Background: an optimization exercise with open tools, aiming at small area and a short achievable clock period. Do not read the settings as production practice. For this run, only the layout was checked, not whether the RTL still works. Power is estimated from default activity; no workload was simulated.

--- flow/run.sh ---
#!/bin/bash
# synth_recipe.tcl (not shown) runs the flow's synth.tcl, then flattens the netlist and writes it again
# the make line also repeats each setting of config.mk as NAME=value (left out here)
make -C /OpenROAD-flow-scripts/flow DESIGN_CONFIG=/design/flow/config.mk WORK_HOME=/design/flow/orfs CLKGATE_MAP_FILE= SYNTH_SCRIPT=/design/flow/synth_recipe.tcl finish
--- flow/config.mk ---
export PLATFORM = sky130hd
export DESIGN_NAME = alu
export DESIGN_NICKNAME = alu
export VERILOG_FILES = /design/flow/design.v
export SDC_FILE = /design/flow/constraint.sdc
export NUM_CORES = 4
export LEC_CHECK = 0
export ABC_CLOCK_PERIOD_IN_PS = 3500
export CAP_MARGIN = 20
export CORE_MARGIN = 2
export CORE_UTILIZATION = 50
export SETUP_SLACK_MARGIN = 5
export SLEW_MARGIN = 20
--- flow/constraint.sdc ---
create_clock -name core_clock -period 8.5 [get_ports {i_clk}]
set_input_delay 1.7000 -clock core_clock [delete_from_list [all_inputs] [get_ports {i_clk}]]
set_output_delay 1.7000 -clock core_clock [all_outputs]
set_load 0.01 [all_outputs]
--- flow/design.v ---
module alu #(
    parameter INST_W = 4,
    parameter INT_W  = 6,
    parameter FRAC_W = 10,
    parameter DATA_W = INT_W + FRAC_W
)(
    input                      i_clk,
    input                      i_rst_n,
    input                      i_in_valid,
    output                     o_busy,
    input         [INST_W-1:0] i_inst,
    input  signed [DATA_W-1:0] i_data_a,
    input  signed [DATA_W-1:0] i_data_b,
    output                     o_out_valid,
    output        [DATA_W-1:0] o_data
);
    reg busy_r;      
    reg ovalid_r;
    always @(posedge i_clk or negedge i_rst_n) begin
        if (!i_rst_n) begin
            busy_r   <= 1'b0;
            ovalid_r <= 1'b0;
        end else begin
            busy_r   <= i_in_valid;
            ovalid_r <= busy_r;
        end
    end
    assign o_busy      = busy_r;
    assign o_out_valid = ovalid_r;
    wire [3:0]  op = i_inst;
    wire [15:0] a  = i_data_a;
    wire [15:0] b  = i_data_b;
    wire op_add = (op == 4'd0);
    wire op_sub = (op == 4'd1);
    wire op_mul = (op == 4'd2);
    wire op_acc = (op == 4'd3);
    wire op_sp  = (op == 4'd4);
    wire op_xor = (op == 4'd5);
    wire op_rs  = (op == 4'd6);
    wire op_lr  = (op == 4'd7);
    wire op_clz = (op == 4'd8);
    wire op_rm  = (op == 4'd9);
    wire a_neg   = a[15];
    wire a_hi    = ~a_neg & (|a[14:11]);           
    wire a_p0    = ~a_neg & ~(|a[14:11]);          
    wire a_m1    = a_neg & (&a[14:10]);            
    wire a_m2    = a_neg & (&a[14:11]) & ~a[10];   
    wire a_m3    = a_neg & (&a[14:12]) & ~a[11] & a[10];   
    wire sp_mid = a_p0 | a_m1 | a_m2 | a_m3;
    wire [16:0] ye = {b, 1'b0};
    wire [7:0]  b_one, b_two, b_neg;
    wire [7:0]  m_one, m_two, m_neg;
    wire [16:0] xe = {a[15], a};
    wire [16:0] xs = {a, 1'b0};
    genvar gi;
    generate for (gi = 0; gi < 8; gi = gi + 1) begin : g_benc
        assign b_one[gi] = ye[2*gi+1] ^ ye[2*gi];
        assign b_two[gi] = (ye[2*gi+2] & ~ye[2*gi+1] & ~ye[2*gi]) | (~ye[2*gi+2] & ye[2*gi+1] & ye[2*gi]);
        assign b_neg[gi] = ye[2*gi+2];
    end endgenerate
    wire [7:0] sp_one = {(a[15] ? (a[11] ? (a[10] ? 1'b1 : 1'b1) : 1'b0) : 1'b0), (a[15] ? (a[11] ? (a[10] ? 1'b1 : 1'b0) : 1'b0) : 1'b0), (a[15] ? (a[11] ? (a[10] ? 1'b1 : 1'b0) : 1'b1) : 1'b0), (a[15] ? (a[11] ? (a[10] ? 1'b1 : 1'b1) : 1'b0) : 1'b0), (a[15] ? (a[11] ? (a[10] ? 1'b1 : 1'b0) : 1'b0) : 1'b0), (a[15] ? (a[11] ? (a[10] ? 1'b1 : 1'b0) : 1'b1) : 1'b0), (a[15] ? (a[11] ? (a[10] ? 1'b1 : 1'b1) : 1'b0) : 1'b0), (a[15] ? (a[11] ? (a[10] ? 1'b1 : 1'b0) : 1'b1) : 1'b0)};
    wire [7:0] sp_two = {(a[15] ? (a[11] ? (a[10] ? 1'b0 : 1'b0) : 1'b0) : 1'b1), (a[15] ? (a[11] ? (a[10] ? 1'b0 : 1'b0) : 1'b1) : 1'b1), (a[15] ? (a[11] ? (a[10] ? 1'b0 : 1'b1) : 1'b0) : 1'b1), (a[15] ? (a[11] ? (a[10] ? 1'b0 : 1'b0) : 1'b0) : 1'b1), (a[15] ? (a[11] ? (a[10] ? 1'b0 : 1'b0) : 1'b1) : 1'b1), (a[15] ? (a[11] ? (a[10] ? 1'b0 : 1'b1) : 1'b0) : 1'b1), (a[15] ? (a[11] ? (a[10] ? 1'b0 : 1'b0) : 1'b0) : 1'b1), (a[15] ? (a[11] ? (a[10] ? 1'b0 : 1'b1) : 1'b0) : 1'b1)};
    wire [7:0] sp_neg = {(a[15] ? (a[11] ? (a[10] ? 1'b0 : 1'b0) : 1'b0) : 1'b0), (a[15] ? (a[11] ? (a[10] ? 1'b0 : 1'b0) : 1'b0) : 1'b0), (a[15] ? (a[11] ? (a[10] ? 1'b0 : 1'b1) : 1'b1) : 1'b0), (a[15] ? (a[11] ? (a[10] ? 1'b0 : 1'b0) : 1'b0) : 1'b0), (a[15] ? (a[11] ? (a[10] ? 1'b0 : 1'b0) : 1'b0) : 1'b0), (a[15] ? (a[11] ? (a[10] ? 1'b0 : 1'b1) : 1'b1) : 1'b0), (a[15] ? (a[11] ? (a[10] ? 1'b0 : 1'b0) : 1'b0) : 1'b0), (a[15] ? (a[11] ? (a[10] ? 1'b0 : 1'b1) : 1'b0) : 1'b0)};
    assign m_one = op_sp ? sp_one : b_one;
    assign m_two = op_sp ? sp_two : b_two;
    assign m_neg = op_sp ? sp_neg : b_neg;
    wire [16:0] pp0 = ({17{m_one[0]}} & xe | {17{m_two[0]}} & xs) ^ {17{m_neg[0]}};
    wire [16:0] pp1 = ({17{m_one[1]}} & xe | {17{m_two[1]}} & xs) ^ {17{m_neg[1]}};
    wire [16:0] pp2 = ({17{m_one[2]}} & xe | {17{m_two[2]}} & xs) ^ {17{m_neg[2]}};
    wire [16:0] pp3 = ({17{m_one[3]}} & xe | {17{m_two[3]}} & xs) ^ {17{m_neg[3]}};
    wire [16:0] pp4 = ({17{m_one[4]}} & xe | {17{m_two[4]}} & xs) ^ {17{m_neg[4]}};
    wire [16:0] pp5 = ({17{m_one[5]}} & xe | {17{m_two[5]}} & xs) ^ {17{m_neg[5]}};
    wire [16:0] pp6 = ({17{m_one[6]}} & xe | {17{m_two[6]}} & xs) ^ {17{m_neg[6]}};
    wire [16:0] pp7 = ({17{m_one[7]}} & xe | {17{m_two[7]}} & xs) ^ {17{m_neg[7]}};
    wire fs1;
    wire fc2;
    wire fs3;
    wire fc4;
    wire fs5;
    wire fc6;
    wire fs7;
    wire fc8;
    wire fs9;
    wire fc10;
    wire fs11;
    wire fc12;
    wire hs13;
    wire hc14;
    wire fs15;
    wire fc16;
    wire fs17;
    wire fc18;
    wire fs19;
    wire fc20;
    wire fs21;
    wire fc22;
    wire fs23;
    wire fc24;
    wire fs25;
    wire fc26;
    wire fs27;
    wire fc28;
    wire fs29;
    wire fc30;
    wire fs31;
    wire fc32;
    wire fs33;
    wire fc34;
    wire fs35;
    wire fc36;
    wire hs37;
    wire hc38;
    wire fs39;
    wire fc40;
    wire fs41;
    wire fc42;
    wire hs43;
    wire hc44;
    wire fs45;
    wire fc46;
    wire fs47;
    wire fc48;
    wire fs49;
    wire fc50;
    wire hs51;
    wire hc52;
    wire fs53;
    wire fc54;
    wire hs55;
    wire hc56;
    wire hs57;
    wire hc58;
    wire hs59;
    wire hc60;
    wire fs61;
    wire fc62;
    wire hs63;
    wire hc64;
    wire fs65;
    wire fc66;
    wire fs67;
    wire fc68;
    wire fs69;
    wire fc70;
    wire fs71;
    wire fc72;
    wire fs73;
    wire fc74;
    wire fs75;
    wire fc76;
    wire fs77;
    wire fc78;
    wire fs79;
    wire fc80;
    wire fs81;
    wire fc82;
    wire fs83;
    wire fc84;
    wire fs85;
    wire fc86;
    wire fs87;
    wire fc88;
    wire fs89;
    wire fc90;
    wire fs91;
    wire fc92;
    wire fs93;
    wire fc94;
    wire fs95;
    wire fc96;
    wire fs97;
    wire fc98;
    wire fs99;
    wire fc100;
    wire fs101;
    wire fc102;
    wire fs103;
    wire fc104;
    wire fs105;
    wire fc106;
    wire fs107;
    wire fc108;
    wire fs109;
    wire fc110;
    wire fs111;
    wire fc112;
    wire fs113;
    wire fc114;
    wire fs115;
    wire fc116;
    wire fs117;
    wire fc118;
    wire fs119;
    wire fc120;
    wire fs121;
    wire fc122;
    wire fs123;
    wire fc124;
    wire fs125;
    wire fc126;
    wire hs127;
    wire hc128;
    wire fs129;
    wire fc130;
    wire hs131;
    wire hc132;
    wire hs133;
    wire hc134;
    wire hs135;
    wire hc136;
    wire fs137;
    wire fc138;
    wire fs139;
    wire fc140;
    wire fs141;
    wire fc142;
    wire fs143;
    wire fc144;
    wire fs145;
    wire fc146;
    wire fs147;
    wire fc148;
    wire fs149;
    wire fc150;
    wire fs151;
    wire fc152;
    wire fs153;
    wire fc154;
    wire fs155;
    wire fc156;
    wire fs157;
    wire fc158;
    wire fs159;
    wire fc160;
    wire fs161;
    wire fc162;
    wire fs163;
    wire fc164;
    wire fs165;
    wire fc166;
    wire fs167;
    wire fc168;
    wire fs169;
    wire fc170;
    wire fs171;
    wire fc172;
    wire fs173;
    wire fc174;
    wire fs175;
    wire fc176;
    wire fs177;
    wire fc178;
    wire fs179;
    wire fc180;
    wire hs181;
    wire hc182;
    wire hs183;
    wire hc184;
    wire fs185;
    wire fc186;
    wire fs187;
    wire fc188;
    wire fs189;
    wire fc190;
    wire fs191;
    wire fc192;
    wire fs193;
    wire fc194;
    wire fs195;
    wire fc196;
    wire fs197;
    wire fc198;
    wire fs199;
    wire fc200;
    wire fs201;
    wire fc202;
    wire fs203;
    wire fc204;
    wire fs205;
    wire fc206;
    wire fs207;
    wire fc208;
    wire fs209;
    wire fc210;
    wire fs211;
    wire fc212;
    wire fs213;
    wire fc214;
    wire fs215;
    wire fc216;
    wire fs217;
    wire fc218;
    wire fs219;
    wire fc220;
    wire fs221;
    wire fc222;
    wire fs223;
    wire fc224;
    wire fs225;
    wire fc226;
    wire fs227;
    wire fc228;
    wire fs229;
    wire fc230;
    wire fs231;
    wire fc232;
    wire fs233;
    wire fc234;
    wire hs235;
    wire hc236;
    wire kc9_0 = op_sp ? (a[15] ? (a[11] ? (a[10] ? 1'b0 : 1'b0) : 1'b0) : 1'b0) : 1'b1;
    wire kc10_0 = op_sp ? (a[15] ? (a[11] ? (a[10] ? 1'b0 : 1'b1) : 1'b1) : 1'b0) : 1'b0;
    wire kc11_0 = op_sp ? (a[15] ? (a[11] ? (a[10] ? 1'b1 : 1'b0) : 1'b1) : 1'b1) : 1'b0;
    wire kc12_0 = op_sp ? (a[15] ? (a[11] ? (a[10] ? 1'b0 : 1'b1) : 1'b0) : 1'b0) : 1'b0;
    wire kc13_0 = op_sp ? (a[15] ? (a[11] ? (a[10] ? 1'b1 : 1'b1) : 1'b1) : 1'b1) : 1'b0;
    wire kc13_1 = op_sp ? (a[15] ? (a[11] ? (a[10] ? 1'b0 : 1'b1) : 1'b1) : 1'b0) : 1'b0;
    wire kc15_0 = op_sp ? (a[15] ? (a[11] ? (a[10] ? 1'b0 : 1'b0) : 1'b1) : 1'b0) : 1'b0;
    wire kc16_0 = op_sp ? (a[15] ? (a[11] ? (a[10] ? 1'b0 : 1'b0) : 1'b0) : 1'b0) : 1'b1;
    wire kc17_0 = op_sp ? (a[15] ? (a[11] ? (a[10] ? 1'b1 : 1'b0) : 1'b0) : 1'b1) : 1'b1;
    wire kc18_0 = op_sp ? (a[15] ? (a[11] ? (a[10] ? 1'b1 : 1'b1) : 1'b0) : 1'b1) : 1'b0;
    wire kc19_0 = op_sp ? (a[15] ? (a[11] ? (a[10] ? 1'b0 : 1'b0) : 1'b0) : 1'b0) : 1'b1;
    wire kc20_0 = op_sp ? (a[15] ? (a[11] ? (a[10] ? 1'b1 : 1'b0) : 1'b0) : 1'b1) : 1'b0;
    wire kc21_0 = op_sp ? (a[15] ? (a[11] ? (a[10] ? 1'b0 : 1'b1) : 1'b0) : 1'b0) : 1'b1;
    wire kc22_0 = op_sp ? (a[15] ? (a[11] ? (a[10] ? 1'b1 : 1'b1) : 1'b0) : 1'b1) : 1'b0;
    wire kc23_0 = op_sp ? (a[15] ? (a[11] ? (a[10] ? 1'b0 : 1'b1) : 1'b0) : 1'b0) : 1'b1;
    wire kc24_0 = op_sp ? (a[15] ? (a[11] ? (a[10] ? 1'b1 : 1'b0) : 1'b0) : 1'b1) : 1'b0;
    wire kc25_0 = op_sp ? (a[15] ? (a[11] ? (a[10] ? 1'b0 : 1'b0) : 1'b0) : 1'b0) : 1'b1;
    wire kc26_0 = op_sp ? (a[15] ? (a[11] ? (a[10] ? 1'b1 : 1'b1) : 1'b1) : 1'b1) : 1'b0;
    assign fs1 = m_neg[5] ^ kc10_0 ^ pp0[10];
    assign fc2 = (m_neg[5] & kc10_0) | (m_neg[5] & pp0[10]) | (kc10_0 & pp0[10]);
    assign fs3 = kc11_0 ^ pp0[11] ^ pp1[9];
    assign fc4 = (kc11_0 & pp0[11]) | (kc11_0 & pp1[9]) | (pp0[11] & pp1[9]);
    assign fs5 = m_neg[6] ^ kc12_0 ^ pp0[12];
    assign fc6 = (m_neg[6] & kc12_0) | (m_neg[6] & pp0[12]) | (kc12_0 & pp0[12]);
    assign fs7 = pp1[10] ^ pp2[8] ^ pp3[6];
    assign fc8 = (pp1[10] & pp2[8]) | (pp1[10] & pp3[6]) | (pp2[8] & pp3[6]);
    assign fs9 = kc13_0 ^ kc13_1 ^ pp0[13];
    assign fc10 = (kc13_0 & kc13_1) | (kc13_0 & pp0[13]) | (kc13_1 & pp0[13]);
    assign fs11 = pp1[11] ^ pp2[9] ^ pp3[7];
    assign fc12 = (pp1[11] & pp2[9]) | (pp1[11] & pp3[7]) | (pp2[9] & pp3[7]);
    assign hs13 = pp4[5] ^ pp5[3];
    assign hc14 = pp4[5] & pp5[3];
    assign fs15 = m_neg[7] ^ pp0[14] ^ pp1[12];
    assign fc16 = (m_neg[7] & pp0[14]) | (m_neg[7] & pp1[12]) | (pp0[14] & pp1[12]);
    assign fs17 = pp2[10] ^ pp3[8] ^ pp4[6];
    assign fc18 = (pp2[10] & pp3[8]) | (pp2[10] & pp4[6]) | (pp3[8] & pp4[6]);
    assign fs19 = pp5[4] ^ pp6[2] ^ pp7[0];
    assign fc20 = (pp5[4] & pp6[2]) | (pp5[4] & pp7[0]) | (pp6[2] & pp7[0]);
    assign fs21 = kc15_0 ^ pp0[15] ^ pp1[13];
    assign fc22 = (kc15_0 & pp0[15]) | (kc15_0 & pp1[13]) | (pp0[15] & pp1[13]);
    assign fs23 = pp2[11] ^ pp3[9] ^ pp4[7];
    assign fc24 = (pp2[11] & pp3[9]) | (pp2[11] & pp4[7]) | (pp3[9] & pp4[7]);
    assign fs25 = pp5[5] ^ pp6[3] ^ pp7[1];
    assign fc26 = (pp5[5] & pp6[3]) | (pp5[5] & pp7[1]) | (pp6[3] & pp7[1]);
    assign fs27 = kc16_0 ^ pp1[14] ^ pp2[12];
    assign fc28 = (kc16_0 & pp1[14]) | (kc16_0 & pp2[12]) | (pp1[14] & pp2[12]);
    assign fs29 = pp3[10] ^ pp4[8] ^ pp5[6];
    assign fc30 = (pp3[10] & pp4[8]) | (pp3[10] & pp5[6]) | (pp4[8] & pp5[6]);
    assign fs31 = pp6[4] ^ pp7[2] ^ ~pp0[16];
    assign fc32 = (pp6[4] & pp7[2]) | (pp6[4] & ~pp0[16]) | (pp7[2] & ~pp0[16]);
    assign fs33 = kc17_0 ^ pp1[15] ^ pp2[13];
    assign fc34 = (kc17_0 & pp1[15]) | (kc17_0 & pp2[13]) | (pp1[15] & pp2[13]);
    assign fs35 = pp3[11] ^ pp4[9] ^ pp5[7];
    assign fc36 = (pp3[11] & pp4[9]) | (pp3[11] & pp5[7]) | (pp4[9] & pp5[7]);
    assign hs37 = pp6[5] ^ pp7[3];
    assign hc38 = pp6[5] & pp7[3];
    assign fs39 = kc18_0 ^ pp2[14] ^ pp3[12];
    assign fc40 = (kc18_0 & pp2[14]) | (kc18_0 & pp3[12]) | (pp2[14] & pp3[12]);
    assign fs41 = pp4[10] ^ pp5[8] ^ pp6[6];
    assign fc42 = (pp4[10] & pp5[8]) | (pp4[10] & pp6[6]) | (pp5[8] & pp6[6]);
    assign hs43 = pp7[4] ^ ~pp1[16];
    assign hc44 = pp7[4] & ~pp1[16];
    assign fs45 = kc19_0 ^ pp2[15] ^ pp3[13];
    assign fc46 = (kc19_0 & pp2[15]) | (kc19_0 & pp3[13]) | (pp2[15] & pp3[13]);
    assign fs47 = pp4[11] ^ pp5[9] ^ pp6[7];
    assign fc48 = (pp4[11] & pp5[9]) | (pp4[11] & pp6[7]) | (pp5[9] & pp6[7]);
    assign fs49 = kc20_0 ^ pp3[14] ^ pp4[12];
    assign fc50 = (kc20_0 & pp3[14]) | (kc20_0 & pp4[12]) | (pp3[14] & pp4[12]);
    assign hs51 = pp5[10] ^ pp6[8];
    assign hc52 = pp5[10] & pp6[8];
    assign fs53 = kc21_0 ^ pp3[15] ^ pp4[13];
    assign fc54 = (kc21_0 & pp3[15]) | (kc21_0 & pp4[13]) | (pp3[15] & pp4[13]);
    assign hs55 = kc22_0 ^ pp4[14];
    assign hc56 = kc22_0 & pp4[14];
    reg  [19:0] acc [0:15];
    reg  [15:0] acc_v;
    wire [15:0] a_dec = 16'd1 << a[3:0];
    reg  [19:0] acc_rd;
    integer k;
    always @(*) begin
        acc_rd = 20'd0;
        for (k = 0; k < 16; k = k + 1)
            acc_rd = acc_rd | ({20{a_dec[k] & acc_v[k]}} & acc[k]);
    end
    wire [19:0] x_d = op_acc ? acc_rd : {{4{a[15]}}, a};
    wire [15:0] y_d = op_sub ? ~b :
                      op_lr  ? {b[15:4], 4'd0 - b[3:0]} :
                      op_sp  ? 16'd0 :
                      b;
    reg [19:0] x_r;
    reg [15:0] y_r;
    reg [3:0]  idx_r;
    reg [138:0] mr;
    reg s_acc_r, s_sum_r, s_cin_r, s_mul_r, s_sp_r, s_xor_r;
    reg s_rs_r, s_lr_r, s_clz_r, s_rm_r;
    always @(posedge i_clk) begin
        x_r        <= x_d;
        y_r        <= y_d;
        idx_r      <= a[3:0];
        mr         <= {~pp7[16], pp7[15], ~pp6[16], pp7[14], pp7[13], pp6[15], ~pp5[16], pp7[12], pp6[14], kc26_0, pp7[11], pp6[13], pp5[15], kc25_0, ~pp4[16], pp7[10], pp6[12], pp5[14], kc24_0, hc56, pp7[9], pp6[11], pp5[13], pp4[15], kc23_0, fc54, hs55, ~pp3[16], pp7[8], pp6[10], pp5[12], hc52, fc50, fs53, pp7[7], pp6[9], pp5[11], fc48, fc46, fs49, hs51, ~pp2[16], pp7[6], hc44, fc42, fc40, fs47, fs45, pp7[5], hc38, fc36, fc34, fs41, fs39, hs43, fc32, fc30, fc28, fs35, fs33, hs37, fc26, fc24, fc22, fs31, fs29, fs27, fc20, fc18, fc16, fs25, fs23, fs21, hc14, fc12, fc10, fs19, fs17, fs15, fc8, fc6, fs11, fs9, hs13, pp6[1], fc4, fs7, fs5, pp6[0], pp5[2], pp4[4], fc2, fs3, pp5[1], pp4[3], pp3[5], pp2[7], fs1, pp5[0], pp4[2], pp3[4], pp2[6], pp1[8], pp4[1], pp3[3], pp2[5], pp1[7], pp0[9], kc9_0, pp4[0], pp3[2], pp2[4], pp1[6], pp0[8], m_neg[4], pp3[1], pp2[3], pp1[5], pp0[7], pp3[0], pp2[2], pp1[4], pp0[6], m_neg[3], pp2[1], pp1[3], pp0[5], pp2[0], pp1[2], pp0[4], m_neg[2], pp1[1], pp0[3], pp1[0], pp0[2], m_neg[1], pp0[1], pp0[0], m_neg[0]};
        s_acc_r    <= op_acc;
        s_sum_r    <= op_add | op_sub | op_acc;
        s_cin_r    <= op_sub;
        s_mul_r    <= op_mul;
        s_sp_r     <= op_sp & sp_mid;
        s_xor_r    <= op_xor | (op_sp & a_hi);
        s_rs_r     <= op_rs;
        s_lr_r     <= op_lr;
        s_clz_r    <= op_clz;
        s_rm_r     <= op_rm;
    end
    wire [15:0] idx_dec = 16'd1 << idx_r;
    wire [19:0] sum = x_r + {{4{y_r[15]}}, y_r} + {19'd0, s_cin_r};
    wire        sum_ok = (sum[19:15] == 5'b00000) | (sum[19:15] == 5'b11111);
    wire [15:0] sum_sat = sum_ok ? sum[15:0] : {sum[19], {15{~sum[19]}}};
    wire acc_we = busy_r & s_acc_r;
    always @(posedge i_clk or negedge i_rst_n) begin
        if (!i_rst_n)
            acc_v <= 16'd0;
        else if (acc_we)
            acc_v <= acc_v | idx_dec;
    end
    always @(posedge i_clk) begin
        for (k = 0; k < 16; k = k + 1)
            if (acc_we & idx_dec[k])
                acc[k] <= sum;
    end
    assign hs57 = mr[15] ^ mr[16];
    assign hc58 = mr[15] & mr[16];
    assign hs59 = mr[20] ^ mr[21];
    assign hc60 = mr[20] & mr[21];
    assign fs61 = mr[24] ^ mr[25] ^ mr[26];
    assign fc62 = (mr[24] & mr[25]) | (mr[24] & mr[26]) | (mr[25] & mr[26]);
    assign hs63 = mr[27] ^ mr[28];
    assign hc64 = mr[27] & mr[28];
    assign fs65 = mr[30] ^ mr[31] ^ mr[32];
    assign fc66 = (mr[30] & mr[31]) | (mr[30] & mr[32]) | (mr[31] & mr[32]);
    assign fs67 = mr[33] ^ mr[34] ^ mr[35];
    assign fc68 = (mr[33] & mr[34]) | (mr[33] & mr[35]) | (mr[34] & mr[35]);
    assign fs69 = mr[36] ^ mr[37] ^ mr[38];
    assign fc70 = (mr[36] & mr[37]) | (mr[36] & mr[38]) | (mr[37] & mr[38]);
    assign fs71 = mr[39] ^ mr[40] ^ mr[41];
    assign fc72 = (mr[39] & mr[40]) | (mr[39] & mr[41]) | (mr[40] & mr[41]);
    assign fs73 = mr[42] ^ mr[43] ^ mr[44];
    assign fc74 = (mr[42] & mr[43]) | (mr[42] & mr[44]) | (mr[43] & mr[44]);
    assign fs75 = mr[45] ^ mr[46] ^ mr[47];
    assign fc76 = (mr[45] & mr[46]) | (mr[45] & mr[47]) | (mr[46] & mr[47]);
    assign fs77 = mr[48] ^ mr[49] ^ mr[50];
    assign fc78 = (mr[48] & mr[49]) | (mr[48] & mr[50]) | (mr[49] & mr[50]);
    assign fs79 = mr[51] ^ mr[52] ^ mr[53];
    assign fc80 = (mr[51] & mr[52]) | (mr[51] & mr[53]) | (mr[52] & mr[53]);
    assign fs81 = mr[54] ^ mr[55] ^ mr[56];
    assign fc82 = (mr[54] & mr[55]) | (mr[54] & mr[56]) | (mr[55] & mr[56]);
    assign fs83 = mr[57] ^ mr[58] ^ mr[59];
    assign fc84 = (mr[57] & mr[58]) | (mr[57] & mr[59]) | (mr[58] & mr[59]);
    assign fs85 = mr[60] ^ mr[61] ^ mr[62];
    assign fc86 = (mr[60] & mr[61]) | (mr[60] & mr[62]) | (mr[61] & mr[62]);
    assign fs87 = mr[63] ^ mr[64] ^ mr[65];
    assign fc88 = (mr[63] & mr[64]) | (mr[63] & mr[65]) | (mr[64] & mr[65]);
    assign fs89 = mr[66] ^ mr[67] ^ mr[68];
    assign fc90 = (mr[66] & mr[67]) | (mr[66] & mr[68]) | (mr[67] & mr[68]);
    assign fs91 = mr[69] ^ mr[70] ^ mr[71];
    assign fc92 = (mr[69] & mr[70]) | (mr[69] & mr[71]) | (mr[70] & mr[71]);
    assign fs93 = mr[72] ^ mr[73] ^ mr[74];
    assign fc94 = (mr[72] & mr[73]) | (mr[72] & mr[74]) | (mr[73] & mr[74]);
    assign fs95 = mr[75] ^ mr[76] ^ mr[77];
    assign fc96 = (mr[75] & mr[76]) | (mr[75] & mr[77]) | (mr[76] & mr[77]);
    assign fs97 = mr[78] ^ mr[79] ^ mr[80];
    assign fc98 = (mr[78] & mr[79]) | (mr[78] & mr[80]) | (mr[79] & mr[80]);
    assign fs99 = mr[81] ^ mr[82] ^ mr[83];
    assign fc100 = (mr[81] & mr[82]) | (mr[81] & mr[83]) | (mr[82] & mr[83]);
    assign fs101 = mr[84] ^ mr[85] ^ mr[86];
    assign fc102 = (mr[84] & mr[85]) | (mr[84] & mr[86]) | (mr[85] & mr[86]);
    assign fs103 = mr[87] ^ mr[88] ^ mr[89];
    assign fc104 = (mr[87] & mr[88]) | (mr[87] & mr[89]) | (mr[88] & mr[89]);
    assign fs105 = mr[90] ^ mr[91] ^ mr[92];
    assign fc106 = (mr[90] & mr[91]) | (mr[90] & mr[92]) | (mr[91] & mr[92]);
    assign fs107 = mr[93] ^ mr[94] ^ mr[95];
    assign fc108 = (mr[93] & mr[94]) | (mr[93] & mr[95]) | (mr[94] & mr[95]);
    assign fs109 = mr[96] ^ mr[97] ^ mr[98];
    assign fc110 = (mr[96] & mr[97]) | (mr[96] & mr[98]) | (mr[97] & mr[98]);
    assign fs111 = mr[99] ^ mr[100] ^ mr[101];
    assign fc112 = (mr[99] & mr[100]) | (mr[99] & mr[101]) | (mr[100] & mr[101]);
    assign fs113 = mr[102] ^ mr[103] ^ mr[104];
    assign fc114 = (mr[102] & mr[103]) | (mr[102] & mr[104]) | (mr[103] & mr[104]);
    assign fs115 = mr[105] ^ mr[106] ^ mr[107];
    assign fc116 = (mr[105] & mr[106]) | (mr[105] & mr[107]) | (mr[106] & mr[107]);
    assign fs117 = mr[108] ^ mr[109] ^ mr[110];
    assign fc118 = (mr[108] & mr[109]) | (mr[108] & mr[110]) | (mr[109] & mr[110]);
    assign fs119 = mr[111] ^ mr[112] ^ mr[113];
    assign fc120 = (mr[111] & mr[112]) | (mr[111] & mr[113]) | (mr[112] & mr[113]);
    assign fs121 = mr[114] ^ mr[115] ^ mr[116];
    assign fc122 = (mr[114] & mr[115]) | (mr[114] & mr[116]) | (mr[115] & mr[116]);
    assign fs123 = mr[117] ^ mr[118] ^ mr[119];
    assign fc124 = (mr[117] & mr[118]) | (mr[117] & mr[119]) | (mr[118] & mr[119]);
    assign fs125 = mr[120] ^ mr[121] ^ mr[122];
    assign fc126 = (mr[120] & mr[121]) | (mr[120] & mr[122]) | (mr[121] & mr[122]);
    assign hs127 = mr[123] ^ mr[124];
    assign hc128 = mr[123] & mr[124];
    assign fs129 = mr[125] ^ mr[126] ^ mr[127];
    assign fc130 = (mr[125] & mr[126]) | (mr[125] & mr[127]) | (mr[126] & mr[127]);
    assign hs131 = mr[129] ^ mr[130];
    assign hc132 = mr[129] & mr[130];
    assign hs133 = mr[8] ^ mr[9];
    assign hc134 = mr[8] & mr[9];
    assign hs135 = mr[12] ^ mr[13];
    assign hc136 = mr[12] & mr[13];
    assign fs137 = mr[17] ^ mr[18] ^ mr[19];
    assign fc138 = (mr[17] & mr[18]) | (mr[17] & mr[19]) | (mr[18] & mr[19]);
    assign fs139 = mr[22] ^ mr[23] ^ hc58;
    assign fc140 = (mr[22] & mr[23]) | (mr[22] & hc58) | (mr[23] & hc58);
    assign fs141 = mr[29] ^ hc60 ^ hs63;
    assign fc142 = (mr[29] & hc60) | (mr[29] & hs63) | (hc60 & hs63);
    assign fs143 = hc64 ^ fc62 ^ fs65;
    assign fc144 = (hc64 & fc62) | (hc64 & fs65) | (fc62 & fs65);
    assign fs145 = fc66 ^ fc68 ^ fs69;
    assign fc146 = (fc66 & fc68) | (fc66 & fs69) | (fc68 & fs69);
    assign fs147 = fc70 ^ fc72 ^ fs73;
    assign fc148 = (fc70 & fc72) | (fc70 & fs73) | (fc72 & fs73);
    assign fs149 = fc74 ^ fc76 ^ fs77;
    assign fc150 = (fc74 & fc76) | (fc74 & fs77) | (fc76 & fs77);
    assign fs151 = fc78 ^ fc80 ^ fs81;
    assign fc152 = (fc78 & fc80) | (fc78 & fs81) | (fc80 & fs81);
    assign fs153 = fc82 ^ fc84 ^ fs85;
    assign fc154 = (fc82 & fc84) | (fc82 & fs85) | (fc84 & fs85);
    assign fs155 = fc86 ^ fc88 ^ fs89;
    assign fc156 = (fc86 & fc88) | (fc86 & fs89) | (fc88 & fs89);
    assign fs157 = fc90 ^ fc92 ^ fs93;
    assign fc158 = (fc90 & fc92) | (fc90 & fs93) | (fc92 & fs93);
    assign fs159 = fc94 ^ fc96 ^ fs97;
    assign fc160 = (fc94 & fc96) | (fc94 & fs97) | (fc96 & fs97);
    assign fs161 = fc98 ^ fc100 ^ fs101;
    assign fc162 = (fc98 & fc100) | (fc98 & fs101) | (fc100 & fs101);
    assign fs163 = fc102 ^ fc104 ^ fs105;
    assign fc164 = (fc102 & fc104) | (fc102 & fs105) | (fc104 & fs105);
    assign fs165 = fc106 ^ fc108 ^ fs109;
    assign fc166 = (fc106 & fc108) | (fc106 & fs109) | (fc108 & fs109);
    assign fs167 = fc110 ^ fc112 ^ fs113;
    assign fc168 = (fc110 & fc112) | (fc110 & fs113) | (fc112 & fs113);
    assign fs169 = fc114 ^ fc116 ^ fs117;
    assign fc170 = (fc114 & fc116) | (fc114 & fs117) | (fc116 & fs117);
    assign fs171 = fc118 ^ fc120 ^ fs121;
    assign fc172 = (fc118 & fc120) | (fc118 & fs121) | (fc120 & fs121);
    assign fs173 = hs127 ^ fc122 ^ fc124;
    assign fc174 = (hs127 & fc122) | (hs127 & fc124) | (fc122 & fc124);
    assign fs175 = mr[128] ^ hc128 ^ fc126;
    assign fc176 = (mr[128] & hc128) | (mr[128] & fc126) | (hc128 & fc126);
    assign fs177 = mr[131] ^ mr[132] ^ hs131;
    assign fc178 = (mr[131] & mr[132]) | (mr[131] & hs131) | (mr[132] & hs131);
    assign fs179 = 1'b1 ^ mr[133] ^ mr[134];
    assign fc180 = (1'b1 & mr[133]) | (1'b1 & mr[134]) | (mr[133] & mr[134]);
    assign hs181 = mr[3] ^ mr[4];
    assign hc182 = mr[3] & mr[4];
    assign hs183 = mr[6] ^ mr[7];
    assign hc184 = mr[6] & mr[7];
    assign fs185 = mr[10] ^ mr[11] ^ hs133;
    assign fc186 = (mr[10] & mr[11]) | (mr[10] & hs133) | (mr[11] & hs133);
    assign fs187 = mr[14] ^ hc134 ^ hs135;
    assign fc188 = (mr[14] & hc134) | (mr[14] & hs135) | (hc134 & hs135);
    assign fs189 = hc136 ^ hs57 ^ fs137;
    assign fc190 = (hc136 & hs57) | (hc136 & fs137) | (hs57 & fs137);
    assign fs191 = hs59 ^ fc138 ^ fs139;
    assign fc192 = (hs59 & fc138) | (hs59 & fs139) | (fc138 & fs139);
    assign fs193 = fs61 ^ fc140 ^ fs141;
    assign fc194 = (fs61 & fc140) | (fs61 & fs141) | (fc140 & fs141);
    assign fs195 = fs67 ^ fc142 ^ fs143;
    assign fc196 = (fs67 & fc142) | (fs67 & fs143) | (fc142 & fs143);
    assign fs197 = fs71 ^ fc144 ^ fs145;
    assign fc198 = (fs71 & fc144) | (fs71 & fs145) | (fc144 & fs145);
    assign fs199 = fs75 ^ fc146 ^ fs147;
    assign fc200 = (fs75 & fc146) | (fs75 & fs147) | (fc146 & fs147);
    assign fs201 = fs79 ^ fc148 ^ fs149;
    assign fc202 = (fs79 & fc148) | (fs79 & fs149) | (fc148 & fs149);
    assign fs203 = fs83 ^ fc150 ^ fs151;
    assign fc204 = (fs83 & fc150) | (fs83 & fs151) | (fc150 & fs151);
    assign fs205 = fs87 ^ fc152 ^ fs153;
    assign fc206 = (fs87 & fc152) | (fs87 & fs153) | (fc152 & fs153);
    assign fs207 = fs91 ^ fc154 ^ fs155;
    assign fc208 = (fs91 & fc154) | (fs91 & fs155) | (fc154 & fs155);
    assign fs209 = fs95 ^ fc156 ^ fs157;
    assign fc210 = (fs95 & fc156) | (fs95 & fs157) | (fc156 & fs157);
    assign fs211 = fs99 ^ fc158 ^ fs159;
    assign fc212 = (fs99 & fc158) | (fs99 & fs159) | (fc158 & fs159);
    assign fs213 = fs103 ^ fc160 ^ fs161;
    assign fc214 = (fs103 & fc160) | (fs103 & fs161) | (fc160 & fs161);
    assign fs215 = fs107 ^ fc162 ^ fs163;
    assign fc216 = (fs107 & fc162) | (fs107 & fs163) | (fc162 & fs163);
    assign fs217 = fs111 ^ fc164 ^ fs165;
    assign fc218 = (fs111 & fc164) | (fs111 & fs165) | (fc164 & fs165);
    assign fs219 = fs115 ^ fc166 ^ fs167;
    assign fc220 = (fs115 & fc166) | (fs115 & fs167) | (fc166 & fs167);
    assign fs221 = fs119 ^ fc168 ^ fs169;
    assign fc222 = (fs119 & fc168) | (fs119 & fs169) | (fc168 & fs169);
    assign fs223 = fs123 ^ fc170 ^ fs171;
    assign fc224 = (fs123 & fc170) | (fs123 & fs171) | (fc170 & fs171);
    assign fs225 = fs125 ^ fs173 ^ fc172;
    assign fc226 = (fs125 & fs173) | (fs125 & fc172) | (fs173 & fc172);
    assign fs227 = fs129 ^ fc174 ^ fs175;
    assign fc228 = (fs129 & fc174) | (fs129 & fs175) | (fc174 & fs175);
    assign fs229 = fc130 ^ fs177 ^ fc176;
    assign fc230 = (fc130 & fs177) | (fc130 & fc176) | (fs177 & fc176);
    assign fs231 = hc132 ^ fs179 ^ fc178;
    assign fc232 = (hc132 & fs179) | (hc132 & fc178) | (fs179 & fc178);
    assign fs233 = mr[135] ^ mr[136] ^ fc180;
    assign fc234 = (mr[135] & mr[136]) | (mr[135] & fc180) | (mr[136] & fc180);
    assign hs235 = 1'b1 ^ mr[137];
    assign hc236 = 1'b1 & mr[137];
    wire [31:0] pr_a = {1'b1, mr[138], hs235, fs233, fs231, fs229, fs227, fs225, fs223, fs221, fs219, fs217, fs215, fs213, fs211, fs209, fs207, fs205, fs203, fs201, fs199, fs197, fs195, fs193, fs191, fs189, fs187, fs185, hs183, mr[5], mr[2], mr[0]};
    wire [31:0] pr_b = {1'b0, hc236, fc234, fc232, fc230, fc228, fc226, fc224, fc222, fc220, fc218, fc216, fc214, fc212, fc210, fc208, fc206, fc204, fc202, fc200, fc198, fc196, fc194, fc192, fc190, fc188, fc186, hc184, hc182, hs181, 1'b0, mr[1]};
    wire [31:0] prod = pr_a + pr_b;    
    wire        mul_ok = (prod[31:25] == 7'b0000000) | (prod[31:25] == 7'b1111111);
    wire [15:0] mul_res = mul_ok ? prod[25:10] : {prod[31], {15{~prod[31]}}};
    wire [15:0] sp_res  = prod[31:16];
    wire [15:0] xa = x_r[15:0];
    wire [31:0] rot2 = {xa, xa} >> y_r[3:0];
    wire [15:0] rot  = rot2[15:0];
    reg  [15:0] rs_res;
    integer j;
    always @(*) begin
        for (j = 0; j < 16; j = j + 1)
            rs_res[j] = (y_r[4] | (j + y_r[3:0] > 15)) ? xa[15] : rot[j];
    end
    reg [4:0] zcnt;
    always @(*) begin
        zcnt = 5'd0;
        for (j = 0; j < 16; j = j + 1)
            if (xa[j]) zcnt = 15 - j;
    end
    reg [12:0] match4;
    always @(*) begin
        for (j = 0; j < 13; j = j + 1)
            match4[j] = (xa[j+:4] == y_r[(15-j)-:4]);
    end
    wire [15:0] res = ({16{s_sum_r}} & sum_sat)
                    | ({16{s_mul_r}} & mul_res)
                    | ({16{s_sp_r }} & sp_res)
                    | ({16{s_xor_r}} & (xa ^ y_r))
                    | ({16{s_rs_r }} & rs_res)
                    | ({16{s_lr_r }} & rot)
                    | ({16{s_clz_r}} & {11'd0, zcnt})
                    | ({16{s_rm_r }} & {3'd0, match4});
    reg [15:0] odata_r;
    always @(posedge i_clk)
        odata_r <= res;
    assign o_data = odata_r;
endmodule
==> out/metrics.cfg <==
[clock_tree]
cts_tree=built
cts_sinks=542
clock_latency_ps=630
clk_pin_slew_ps=60
holdBufCountCts=0
htree_levels=2
cts_buffers=57
root_buffer=clkbuf_16
clockBufferDepth=3

[synth]
syn_inst=2532
ys_seq_area_share_pct=50.06
yosysMostFrequentCell=edfxtp_1
synthTopCellsByCount=320 x edfxtp_1, 234 x inv_1, 211 x a22oi_1
async_flop_share_pct=3.321
mappedNetlistArea_um2=28250
synth-edff-count=320
synth_top_area_cell=edfxtp_1
synth_area_leaders=edfxtp_1 34%, dfxtp_1 14%, fa_1 7.2%
synth_area_per_cell_um2=11.16
synth_fp_nets=2755
synth.distinct_cells=83
synth-seq-cells=542
synth_ff_type=edfxtp_1
yosys_warnings=2
yosysTopAreaCellShare_pct=34.01

[die]
core.rowCount=87
core_um2=56170
die_h_um=241.7
fp.dieW_um=241.7
start_util_pct=50.30
ioPinCount=57
die_area_um2=58420

[timing]
max_clock_freq_mhz=211.6
max_slew_margin_pct=23.18
timing.hold.ws_ps=458.2
finClkSkew_ps=28.43
period_needed_ps=4725
worst_slack_ps=3775
tightest_slew_ps=1149
slew_violations=0
setup-tns-final_ps=0
hold_violations=0
rsz0062_at_grt=yes
setup_viol=0
fin_crit_sh_pct=55.59

[worst_setup_path]
path_common_cell=fa_1
critPathTopFamily=adder cells
reg2reg_from=mr[60]
critPathCaptureType=flip-flop
crit_arrival_ps=5210
crit_path_cell_trace=inv_2 > fa_1 > inv_1 > fa_1 > fa_1 > ha_4 > nand2_4 > o21ai_4 > a31oi_4 > or4b_4 > o211a_4 > buf_4 > xnor2_1 > nand3_1 > o21ai_1 > o221ai_1
crit_buf_inv=3
crit_fanout=5
reg2regPathDepth=16
worstPathRequired_ps=8990
reg2reg_slack_ps=3770
max_stage_delay_ps=580
cp-startpoint=mr[60]
start_kind=flip-flop
rr_endpoint=odata_r[14]
crit_slowest_cell=fa_1
crit_type=flip-flop to flip-flop

[status]
status=no timing/DRC/antenna violations

[power]
peakVddDrop_uv=1071
swShare_pct=46.21
power_density_nw_per_um2=466.7
finalPower_mw=15.95
power_frac_comb_pct=64.1
clkPwrFrac_pct=15.9
p_sw_mw=7.371
p_int_mw=8.579
seq_power_share_pct=20.0
leakage_nw=13.28

[detailed_routing]
wl_um=92740
drc_errors=0
drtIter0Drc=2209
wl_per_cell_um=26.90
vias=21290
first_pass_iters=8
drt-vias-per-instance=6.175
ant_nets=0

[hold_path]
hold_path_depth=1
min_path_type=flip-flop to flip-flop
hold_end=acc_v[0]
hp-start=acc_v[0]

[place]
post-place-ws_ps=3034
place_congestion=0.9547
portBuffers=56
dp_hpwl_um=58340

[grt]
grtUsageTotal_pct=31.05
grt_overflow=0
grt_pass1_vias=20560
grt_max_degree=39
grt_pass1_wl_um=136000
antenna_found_initial=2

[finish]
drive_above_1_share_pct=20.40
nNetsFinal=2867
area_growth_pct=20.96

[job]
drv_cap=0

==> state kept, by name, summed over array words and instances, names as in the netlist <==
signal    count
idx_r         4
ovalid_r      1
busy_r        1
acc_v        16
s_sp_r        1
odata_r      16
acc         320
s_rm_r        1
y_r          16
s_acc_r       1
s_lr_r        1
s_sum_r       1
s_mul_r       1
s_clz_r       1
s_rs_r        1
mr          138
x_r          20
s_cin_r       1
s_xor_r       1
==> repair_timing <==
item | CTS | global route
pin swaps | 39 | 31
resized for setup | 151 | 65
setup endpoints to repair | 243 | 166
gates cloned | 7 | 3
buffers inserted | 73 | 23
==> through the flow <==
step	area (um2)	util, %	std cells
floorplan	29250	-	2532
global placement	30330	54.00	3235
detailed placement	30340	54.02	3235
CTS	33590	59.80	3421
global route	34170	60.84	3447
finish	34170	60.84	3448
==> worst max-delay path by stage <==
stage | endpoint | cells after the start
detailed placement | mr[91] | 12
CTS | odata_r[4] | 15
global placement | mr[92] | 11
finish | odata_r[14] | 16
global route | odata_r[9] | 15
floorplan | odata_r[0] | 16
==> logic make-up after synthesis <==
| kind of cell | synth area share (%) |
|---|---|
| multiplexers | 1.949 |
| adder cells (fa/ha/maj) | 10.83 |
| flip-flops | 50.06 |
| XOR/XNOR | 6.913 |
| AND/OR/NAND/NOR | 8.459 |
| buffers and inverters | 5.496 |
| AO/OA/AOI/OAI | 16.29 |
==> cell type report <==
type                            count  area, um2
Antenna cell                        1      2.502
Clock buffer                       80       1604
Clock inverter                     26      299.0
Fill cell                        4485      21990
Inverter                          242      933.4
Multi-Input combinational cell   1588      14010
Sequential cell                   542      14150
Tap cell                          756      945.9
Timing Repair Buffer              213       2228
==> worst reg2reg max path, cell delays in order, from the launching register on <==
cell	delay, ps
dfxtp_2	320
inv_2	40
fa_1	580
inv_1	70
fa_1	500
fa_1	460
ha_4	350
nand2_4	70
o21ai_4	160
a31oi_4	110
or4b_4	520
o211a_4	300
buf_4	140
xnor2_1	480
nand3_1	150
o21ai_1	210
o221ai_1	140
==> per-layer routing <==
metal	GRT usage [%]	vias up	wire, um
li1	-	9348	-
met1	43.74	10700	38940
met2	49.65	1076	43070
met3	4.628	165	7859
met4	9.895	0	2875
met5	0	-	0
==> power by group through the flow <==
| stage | Sequential (mW) | Combinational [mW] | Clock (mW) |
|---|---|---|---|
| final | 3.19 | 10.2 | 2.54 |
| after global routing | 3.20 | 10.8 | 2.67 |
| after CTS | 3.19 | 9.61 | 2.56 |
| after detailed placement | 3.24 | 8.36 | 0 |
| after global placement | 3.24 | 8.32 | 0 |
| after floorplan | 3.21 | 6.09 | 0 |
==> cell usage in the layout (no fill, tap or decap), drive strengths merged, types with 15 or more instances in the layout <==
| cell | n |
|---|---|
| a21o | 25 |
| nor3 | 34 |
| nor2b | 16 |
| xnor2 | 143 |
| a22oi | 211 |
| mux4 | 15 |
| and3 | 23 |
| dfxtp | 204 |
| ha | 83 |
| o21ai | 103 |
| mux2i | 19 |
| clkdlybuf4s50 | 41 |
| fa | 101 |
| a22o | 31 |
| a21oi | 89 |
| edfxtp | 320 |
| nand3 | 73 |
| a221oi | 37 |
| clkbuf | 84 |
| or2 | 20 |
| buf | 156 |
| xor2 | 80 |
| dfrtp | 18 |
| nand4 | 15 |
| clkinv | 16 |
| inv | 244 |
| nor2 | 128 |
| nand2 | 151 |

[afterwards: timing with drivers on the ports]
Ports are ideal in the flow. The routed layout listed here was re-timed in OpenROAD.
Step 1 sets driving cells, clkbuf_16 on the clock port and buf_2 on the other inputs (assumed; they add their load-dependent delay and slew).
Step 2 adds t to the input delays and takes it off the output delays; t is the mean of the earliest and latest rising clock arrival at the registers after step 1. Input paths then give back, and output paths get back, about the clock's delay inside the block.
Slacks: ideal ports / drivers / drivers and shift; pairs: ideal ports / drivers.
t (ns): 0.677
setup slack, ns: 3.775 / 3.775 / 3.775
worst setup path after step 2: register to register
worst register clock-pin slew, ns: 0.07 / 0.07
pins driven straight from the clock port: 1
After both steps setup and hold are still met in this run. For this run, drivers alone change the setup slack by 0.000 ns; drivers and shift together by 0.000 ns.
